What follows belongs to an exercise in optimizing a design on an open flow for small area; a production flow would make more cautious choices.
At most, simulation tests tie the RTL to the original design; equivalence was not proved.
No activity file was given, so power comes from the tool's default toggle rates.

run a:
==> module iic_driver, before the edit <==
module iic_driver #
	(
		parameter	CLKIN_MHz = 100,
		parameter 	IIC_KHz = 1000,
		parameter	TIMEOUT_us = 1,
		parameter	RESTART_DELAY_us = 0
	)
	(
	input 				clk_in,
	input 				rst_n,
	input 				sda_in,
	output				sda_out,
	output				sda_en,
	output				scl,
	input				cmd_en,
	input	[7:0]		addr,
	input	[31:0]		cmd,
	input	[2:0]		cmd_len,
	input				wdata_vld,
	input	[7:0]		wdata,
	input	[7:0]		rd_len,
	output	[7:0]	rdata,
	output				rdata_vld,
	output				cmd_done,
	output	reg 		opt_err
    );
localparam	S_IDLE0   = 4'b0000,	 
			S_IDLE1   = 4'b0001,	 
			S_STARTA  = 4'b0010,	 
			S_STARTR  = 4'b0011,	 
			S_W_ADDR  = 4'b0100,
			S_W_CMD   = 4'b0101,
			S_W_WR    = 4'b0110,
			S_W_RADDR = 4'b0111,
			S_A_ADDR  = 4'b1000,
			S_A_CMD   = 4'b1001,
			S_A_WR    = 4'b1010,
			S_A_RADDR = 4'b1011,
			S_DELAY   = 4'b1100,
			S_READ    = 4'b1101,
			S_ASK     = 4'b1110,
			S_STOP    = 4'b1111;
reg [3:0]	st, nst;
reg [6:0]	clk_cnt;	 
reg			cnt_flag;
reg [7:0]	tcnt;		 
reg [7:0]	bc;			 
reg			cmd_en_z;
reg [7:0]	fifo [0:31];
wire rise   = cmd_en & ~cmd_en_z;
wire c24    = (clk_cnt == 7'd24);
wire c99    = (clk_cnt == 7'd99);
wire ge74   = (clk_cnt >= 7'd74);
wire ge50   = (clk_cnt >= 7'd50);
wire lt25   = (clk_cnt < 7'd25);
wire is_idle  = (st[3:1] == 3'b000);
wire is_start = (st[3:1] == 3'b001);
wire is_w     = (st[3:2] == 2'b01);
wire is_a     = (st[3:2] == 2'b10);
wire tmo      = tcnt >= 8'd156;
wire last_bit = (tcnt[3:0] == 4'd7);
wire last_cmd = (bc[7:6] == cmd_len[1:0]);
wire last_wr  = bc[5];
wire last_rd  = (bc == rd_len);
wire align    = (st == S_STARTA) & clk_cnt[6] & ~tcnt[5];
wire consume  = (st == S_W_WR) & c24 & last_bit;
wire rd_shift = (st == S_READ) & c99;
wire shift    = wdata_vld | align | consume | rd_shift;
always @(*) begin
	nst = st;
	case (st)
	S_IDLE0, S_IDLE1:
		if (rise) nst = S_STARTA;
	S_STARTA:
		if (c99) nst = S_W_ADDR;
	S_STARTR:
		if (c99) nst = S_W_RADDR;
	S_W_ADDR, S_W_CMD, S_W_WR, S_W_RADDR:
		if (c24 & last_bit) nst = {2'b10, st[1:0]};
	S_A_ADDR:
		if (c24) begin
			if (tmo) nst = S_STOP;
			else if (cmd_len != 3'd0) nst = S_W_CMD;
			else if (addr[0]) nst = S_READ;
			else nst = S_W_WR;
		end
	S_A_CMD:
		if (c24) begin
			if (tmo) nst = S_STOP;
			else if (!last_cmd) nst = S_W_CMD;
			else if (addr[0]) nst = S_DELAY;
			else if (last_wr) nst = S_STOP;
			else nst = S_W_WR;
		end
	S_A_WR:
		if (c24) begin
			if (tmo | last_wr) nst = S_STOP;
			else nst = S_W_WR;
		end
	S_A_RADDR:
		if (c24) nst = tmo ? S_STOP : S_READ;
	S_DELAY:
		if (c24) nst = S_STARTR;
	S_READ:
		if (c24 & last_bit) nst = S_ASK;
	S_ASK:
		if (c24) nst = last_rd ? S_STOP : S_READ;
	S_STOP:
		if (c24) nst = S_IDLE1;
	endcase
end
always @(posedge clk_in or negedge rst_n)
	if (~rst_n) st <= S_IDLE0;
	else st <= nst;
always @(posedge clk_in) begin
	cmd_en_z <= cmd_en;
	if (is_idle | c99) clk_cnt <= 7'd0;
	else if (cnt_flag) clk_cnt <= clk_cnt + 7'd1;
	cnt_flag <= ~((is_a & ge74 & ~tmo & sda_in) | ((nst == S_DELAY) & (st != S_DELAY)));
	if (is_a) tcnt <= c24 ? 8'd0 : tcnt + 8'd1;
	else if (is_w | (st == S_READ)) begin
		if (c24) tcnt <= tcnt + 8'd1;
	end
	else if (st == S_ASK) tcnt <= 8'd0;
	else if (is_idle) tcnt <= {7'd0, wdata_vld};
	else if ((st == S_STARTA) & ~c99) begin
		if (wdata_vld | align) tcnt <= tcnt + 8'd1;
	end
	else tcnt <= 8'hff;
	if (is_idle) bc <= 8'd0;
	else if (align | consume | (((st == S_W_CMD) | (st == S_READ)) & c24 & last_bit))
		bc <= bc + ((st == S_W_CMD) ? 8'd64 : 8'd1);
	else if ((st == S_A_RADDR) | ((st == S_A_ADDR) & addr[0]))
		bc <= 8'd0;
end
integer i;
always @(posedge clk_in)
	if (shift) begin
		fifo[0] <= st[3] ? {fifo[0][6:0], sda_in} : wdata;
		for (i = 1; i < 32; i = i + 1)
			fifo[i] <= fifo[i-1];
	end
always @(posedge clk_in or negedge rst_n)
	if (~rst_n) opt_err <= 1'b0;
	else if (rise) opt_err <= 1'b0;
	else if (is_a & tmo) opt_err <= 1'b1;
reg [7:0] txb;
always @(*) begin
	case (st[1:0])
	2'b00: txb = {addr[7:1], (cmd_len == 3'd0) ? addr[0] : 1'b0};
	2'b01: case (bc[7:6])
			2'd0: txb = cmd[7:0];
			2'd1: txb = cmd[15:8];
			2'd2: txb = cmd[23:16];
			default: txb = cmd[31:24];
			endcase
	2'b10: txb = fifo[31];
	default: txb = {addr[7:1], 1'b1};
	endcase
end
reg sda_o;
always @(*) begin
	case (st)
	S_STARTA, S_STARTR: sda_o = ~ge50;
	S_W_ADDR, S_W_CMD, S_W_WR, S_W_RADDR: sda_o = tcnt[3] ? 1'b0 : txb[~tcnt[2:0]];
	S_ASK:  sda_o = last_rd;
	S_STOP: sda_o = lt25;
	default: sda_o = 1'b1;
	endcase
end
assign sda_out = sda_o;
assign sda_en = ~(is_a | (st == S_READ));
assign scl = is_idle | is_start | ge50 | (((st == S_DELAY) | (st == S_STOP)) & lt25);
assign rdata     = fifo[0];
assign rdata_vld = (st == S_ASK) & (clk_cnt == 7'd25);
assign cmd_done  = (st == S_IDLE1);
endmodule
export LEC_CHECK = 0
export CAP_MARGIN = 20
export CORE_MARGIN = 2
export CORE_UTILIZATION = 40
export SLEW_MARGIN = 20
create_clock -name core_clock -period 10.0 [get_ports {clk_in}]
standard.sh (not shown) runs the stock make flow with config.mk's settings and CLKGATE_MAP_FILE= SYNTH_SCRIPT=/design/flow/synth_recipe.tcl, a recipe that flattens the netlist after the stock synthesis.
==> flow/flow/run.sh <==
#!/bin/bash
set -euo pipefail
export BUFFER_PORTS_ARGS="-buffer_cell sky130_fd_sc_hd__buf_1"
export CTS_ARGS="-sink_clustering_enable -repair_clock_nets -dont_use_dummy_load -buf_list sky130_fd_sc_hd__clkbuf_8 -sink_clustering_size 16 -sink_clustering_max_diameter 80"
bash standard.sh > flow_make.log 2>&1
Run a completed every stage of the flow, and the final layout passed the timing, design-rule and antenna checks.
Here is what was changed in the inputs of run b compared with run a.
--- a/flow/design.v
+++ b/flow/design.v
@@ -59,10 +59,11 @@
 wire is_w     = (st[3:2] == 2'b01);
 wire is_a     = (st[3:2] == 2'b10);
 wire tmo      = tcnt >= 8'd156;
-wire last_bit = (tcnt[3:0] == 4'd7);
+wire last_bit = &tcnt[2:0];
+wire post     = lt25 & tcnt[5];	 
 wire last_cmd = (bc[7:6] == cmd_len[1:0]);
 wire last_wr  = bc[5];
-wire last_rd  = (bc == rd_len);
+wire last_rd  = &bc;	 
 wire align    = (st == S_STARTA) & clk_cnt[6] & ~tcnt[5];
 wire consume  = (st == S_W_WR) & c24 & last_bit;
 wire rd_shift = (st == S_READ) & c99;
@@ -72,10 +73,8 @@
 	case (st)
 	S_IDLE0, S_IDLE1:
 		if (rise) nst = S_STARTA;
-	S_STARTA:
-		if (c99) nst = S_W_ADDR;
-	S_STARTR:
-		if (c99) nst = S_W_RADDR;
+	S_STARTA, S_STARTR:
+		if (c24 & tcnt[5]) nst = {2'b01, st[0], st[0]};
 	S_W_ADDR, S_W_CMD, S_W_WR, S_W_RADDR:
 		if (c24 & last_bit) nst = {2'b10, st[1:0]};
 	S_A_ADDR:
@@ -119,20 +118,19 @@
 	else if (cnt_flag) clk_cnt <= clk_cnt + 7'd1;
 	cnt_flag <= ~((is_a & ge74 & ~tmo & sda_in) | ((nst == S_DELAY) & (st != S_DELAY)));
 	if (is_a) tcnt <= c24 ? 8'd0 : tcnt + 8'd1;
-	else if (is_w | (st == S_READ)) begin
-		if (c24) tcnt <= tcnt + 8'd1;
+	else if (st == S_DELAY) tcnt <= tcnt + 8'd1;
+	else if (st == S_ASK) tcnt <= 8'd0;
+	else if (is_idle) tcnt <= wdata_vld ? tcnt + 8'd1 : 8'd0;
+	else if (is_start) begin
+		if (c24 & tcnt[5]) tcnt <= 8'd0;
+		else if (wdata_vld | align) tcnt <= tcnt + 8'd1;
 	end
-	else if (st == S_ASK) tcnt <= 8'd0;
-	else if (is_idle) tcnt <= {7'd0, wdata_vld};
-	else if ((st == S_STARTA) & ~c99) begin
-		if (wdata_vld | align) tcnt <= tcnt + 8'd1;
-	end
-	else tcnt <= 8'hff;
+	else if (c24) tcnt <= tcnt + 8'd1;
 	if (is_idle) bc <= 8'd0;
 	else if (align | consume | (((st == S_W_CMD) | (st == S_READ)) & c24 & last_bit))
 		bc <= bc + ((st == S_W_CMD) ? 8'd64 : 8'd1);
-	else if ((st == S_A_RADDR) | ((st == S_A_ADDR) & addr[0]))
-		bc <= 8'd0;
+	else if ((st == S_A_RADDR) | ((st == S_A_ADDR) & addr[0] & (cmd_len == 3'd0)))
+		bc <= ~rd_len;
 end
 integer i;
 always @(posedge clk_in)
@@ -145,25 +143,16 @@
 	if (~rst_n) opt_err <= 1'b0;
 	else if (rise) opt_err <= 1'b0;
 	else if (is_a & tmo) opt_err <= 1'b1;
-reg [7:0] txb;
-always @(*) begin
-	case (st[1:0])
-	2'b00: txb = {addr[7:1], (cmd_len == 3'd0) ? addr[0] : 1'b0};
-	2'b01: case (bc[7:6])
-			2'd0: txb = cmd[7:0];
-			2'd1: txb = cmd[15:8];
-			2'd2: txb = cmd[23:16];
-			default: txb = cmd[31:24];
-			endcase
-	2'b10: txb = fifo[31];
-	default: txb = {addr[7:1], 1'b1};
-	endcase
-end
+wire [2:0] bidx = ~tcnt[2:0];
+wire cmd_bit  = cmd[{bc[7:6], bidx}];
+wire addr_bit = (bidx == 3'd0) ? (st[0] | ((cmd_len == 3'd0) & addr[0])) : addr[bidx];
+wire wr_bit   = fifo[31][bidx];
+wire txbit    = (st[1:0] == 2'b01) ? cmd_bit : (st[1:0] == 2'b10) ? wr_bit : addr_bit;
 reg sda_o;
 always @(*) begin
 	case (st)
-	S_STARTA, S_STARTR: sda_o = ~ge50;
-	S_W_ADDR, S_W_CMD, S_W_WR, S_W_RADDR: sda_o = tcnt[3] ? 1'b0 : txb[~tcnt[2:0]];
+	S_STARTA, S_STARTR: sda_o = ~ge50 & ~post;
+	S_W_ADDR, S_W_CMD, S_W_WR, S_W_RADDR: sda_o = txbit;
 	S_ASK:  sda_o = last_rd;
 	S_STOP: sda_o = lt25;
 	default: sda_o = 1'b1;
@@ -171,7 +160,7 @@
 end
 assign sda_out = sda_o;
 assign sda_en = ~(is_a | (st == S_READ));
-assign scl = is_idle | is_start | ge50 | (((st == S_DELAY) | (st == S_STOP)) & lt25);
+assign scl = is_idle | ge50 | (is_start & ~post) | (((st == S_DELAY) | (st == S_STOP)) & lt25);
 assign rdata     = fifo[0];
 assign rdata_vld = (st == S_ASK) & (clk_cnt == 7'd25);
 assign cmd_done  = (st == S_IDLE1);
## What came out
Non-clock buffering overhead in the final layout sits lower in run b than in run a. Cmp run b and run a / global-route usage / higher: run a. Run b against run a: power dissipated by switching net loads -about 8%; wire length -about 6%; fraction of area in clock buffers and inverters ~0 delta; maximum frequency -2.7 MHz; die outline height -about 0.7%. For the total power, run b came in about 2.2% lower than run a did. In run b relative to run a, number of cells after detailed placement had gone down by a few percent.
The RTL of run a was laid out without a check of its function.

[what the ideal ports hide]
Ports are ideal in the flow. The routed layouts listed here were re-timed in OpenROAD.
Step 1 assumes that a clkbuf_16 drives the clock port and a buf_2 every other input.
Step 2 times the ports against the registers' clock, not the clock port: input delays grow and output delays shrink by t, the midpoint of the rising clock arrivals with the driver on.
Slacks: no drivers / after step 1 / after step 2; pairs: no drivers / after step 1.
| run | t (ns) | setup WS [ns] | clock arrival spread, ns | worst data-port slew with drivers (ns) | pins driven straight from the clock port |
|---|---|---|---|---|---|
| run a | 0.532 | 4.331 / 4.308 / 4.308 | 0.077 / 0.077 | 0.05 | 1 |
| run b | 0.552 | 4.244 / 4.220 / 4.220 | 0.052 / 0.053 | 0.06 | 1 |
After both steps setup and hold are still met in every run listed. For run b, which loses most, drivers alone change the setup slack by -0.024 ns; drivers and shift together by -0.024 ns.
